This design comes from an exercise in tuning for small area, a short achievable clock period and few clock cycles per item on the open sky130 flow, not from production work. Function was checked by simulation only, so behaviour that the tests miss may differ from the original. Power figures rest on the tool's default switching activity, not on a simulated workload.

run 1:
Design sdram_top, start of the top module:
module sdram_top
(input        in_HCLK,
 input        in_HRESET,
 input        in_HWRITE,
 input        in_HSEL,
 input [31:0] in_HWDATA,
 input [31:0] in_HADDR,
 output         out_HREADY,
 output  [31:0] out_HRDATA
);
    wire [6:0] word = {in_HADDR[15:14], in_HADDR[1:0], in_HADDR[18:16]};
    wire [31:0] rdata;
    sdram_model sdram_model(
        .in_CLK(in_HCLK),
        .in_we(in_HSEL & in_HWRITE & ~in_HRESET),
        .in_addr(word),
        .in_wdata(in_HWDATA),
        .out_rdata(rdata));
    reg        read_pending;
    reg [31:0] hold_rdata;
    always @(posedge in_HRESET or posedge in_HCLK)
        if (in_HRESET)
            read_pending <= 1'b0;
        else
            read_pending <= in_HSEL & ~in_HWRITE & ~read_pending;
    always @(posedge in_HCLK)
        hold_rdata <= rdata;
    assign out_HREADY = in_HWRITE | read_pending;
    assign out_HRDATA = hold_rdata;
endmodule
For scale: about 9100 cells after synthesis, ~4100 flip-flops, roughly 160000 um^2 of cells after synthesis.
==> flow/config.mk <==
export PLATFORM = sky130hd
export DESIGN_NAME = sdram_top
export DESIGN_NICKNAME = sdram_top
export VERILOG_FILES = /design/flow/design.v
export SDC_FILE = /design/flow/constraint.sdc
export NUM_CORES = 4
export LEC_CHECK = 0
export CAP_MARGIN = 10
export CORE_MARGIN = 2
export CORE_UTILIZATION = 40
export CTS_CLUSTER_DIAMETER = 80
export CTS_CLUSTER_SIZE = 30
export SETUP_SLACK_MARGIN = 2.0
export SLEW_MARGIN = 10
export SYNTH_MEMORY_MAX_BITS = 8192
==> flow/constraint.sdc <==
create_clock -name core_clock -period 5.0 [get_ports {in_HCLK}]
set_input_delay 1.0000 -clock core_clock [delete_from_list [all_inputs] [get_ports {in_HCLK}]]
set_output_delay 1.0000 -clock core_clock [all_outputs]
set_load 0.01 [all_outputs]
standard.sh (not shown) runs the stock make flow with config.mk's settings and CLKGATE_MAP_FILE= SYNTH_SCRIPT=/design/flow/synth_recipe.tcl, a recipe that flattens the netlist after the stock synthesis.
==> flow/flow/run.sh <==
#!/bin/bash
# The standard layout (standard synthesis unchanged), with the clock tree
# built without dummy loads.
set -euo pipefail
here=$(pwd)
export CTS_ARGS="-sink_clustering_enable -repair_clock_nets -sink_clustering_size 30 -sink_clustering_max_diameter 80 -dont_use_dummy_load"
bash standard.sh > "$here/make_flow.log" 2>&1
Testbench counts of run 1, summed over its fixed seeds: cycles 19,172, items 12,800.
### run 1 -> run 2
Settings: swapping 40 for 48 in CORE_UTILIZATION; swapping 2.0 for 2.4 in SETUP_SLACK_MARGIN.
==> flow/run.sh (new file) <==
#!/bin/bash
# synth_recipe.tcl (not shown) runs the flow's synth.tcl, then flattens the netlist and writes it again
# the make line also repeats each setting of config.mk as NAME=value (left out here)
make -C /OpenROAD-flow-scripts/flow DESIGN_CONFIG=/design/flow/config.mk WORK_HOME=/design/flow/orfs CLKGATE_MAP_FILE= SYNTH_SCRIPT=/design/flow/synth_recipe.tcl finish
removed: flow/flow/run.sh
removed: flow/standard.sh
## What came out
Run 2 reached the end of the flow, and the finished layout is clean on the timing, DRC and antenna checks. Delta (run 2 minus run 1): minimum clock period after layout went down; remaining number of nets flagged by the antenna check after routing did not really move; share of power burned in the clock network went up; count of filler cells inserted in the layout went down; highest achievable clock rate went up. Compared with run 1, run 2 shows a higher combinational group share of total power.
For run 3, these inputs were changed with respect to run 2:
Settings: SETUP_SLACK_MARGIN now 2.0, was 2.4; CORE_UTILIZATION now 40, was 48.
Results
- Logic gate share of total power (run 3 over run 2): decrease, 0.7 points
- Relative to run 2, the non-clock buffer count measured on run 3 has decreased by more than 10%.
- In run 3 the global-route wire length before repair turned out about 3% lower than in run 2.
- When the final numbers for run 3 and run 2 were put side by side, the non-filler instance count after layout turned out to be smaller in run 2.
- As of run 3, number of placement rows had risen by a little under 10% compared to run 2.
- No run among run 3 and run 2 stopped early or left any final violation; all are clean.
--- input diff run 3..run 4 ---
Settings: swapping 2.0 for 2.4 in SETUP_SLACK_MARGIN.
==> comparison <==
Delta (run 4 minus run 3): post-layout utilization of the core went up 1.3 points, half-perimeter wire length after detailed placement went up about 1.1%, clock-buffer cell count went down 0.49%, post-route cell area went up 2.9%.
Overall die height across run 3 and run 4: no real change.
Summary: with run 3 as the reference, count of instances resized after the clock tree is built in run 4 moved up by more than 100%.
Relative to run 3, via count has increased by 2568 in run 4.
Run 4 vs run 3, cell type of the slowest stage on the worst timing path: a222oi_1 vs nand4_1
Run 4: via count of the first global-routing pass higher than run 3

-- afterwards: timing with drivers on the ports --
In the flow no input, the clock included, has a driving cell. The finished layouts below were timed again as built, in two steps. Step 1 assumes that a clkbuf_16 drives the clock port and a buf_2 every other input. Step 2 times the ports against the registers' clock, not the clock port: input delays grow and output delays shrink by t, the midpoint of the rising clock arrivals with the driver on. Three values: ideal ports, drivers, drivers and shift; two values: the first two.
run | t, ns | slack for setup (ns) | slew at the worst register clock pin (ns) | cell pins on the clock port's net
run 1 | 1.010 | 1.792 / 1.528 / 0.518 | 0.12 / 0.12 | 1
run 2 | 1.020 | 2.055 / 1.682 / 0.662 | 0.12 / 0.12 | 1
run 3 | 1.033 | 1.865 / 1.580 / 0.547 | 0.12 / 0.12 | 1
run 4 | 1.028 | 2.039 / 1.615 / 0.587 | 0.12 / 0.12 | 1
After both steps setup and hold are still met in every run listed. The setup slack of run 4, which loses most, moves by -0.424 ns with the drivers and by -1.452 ns with both steps.
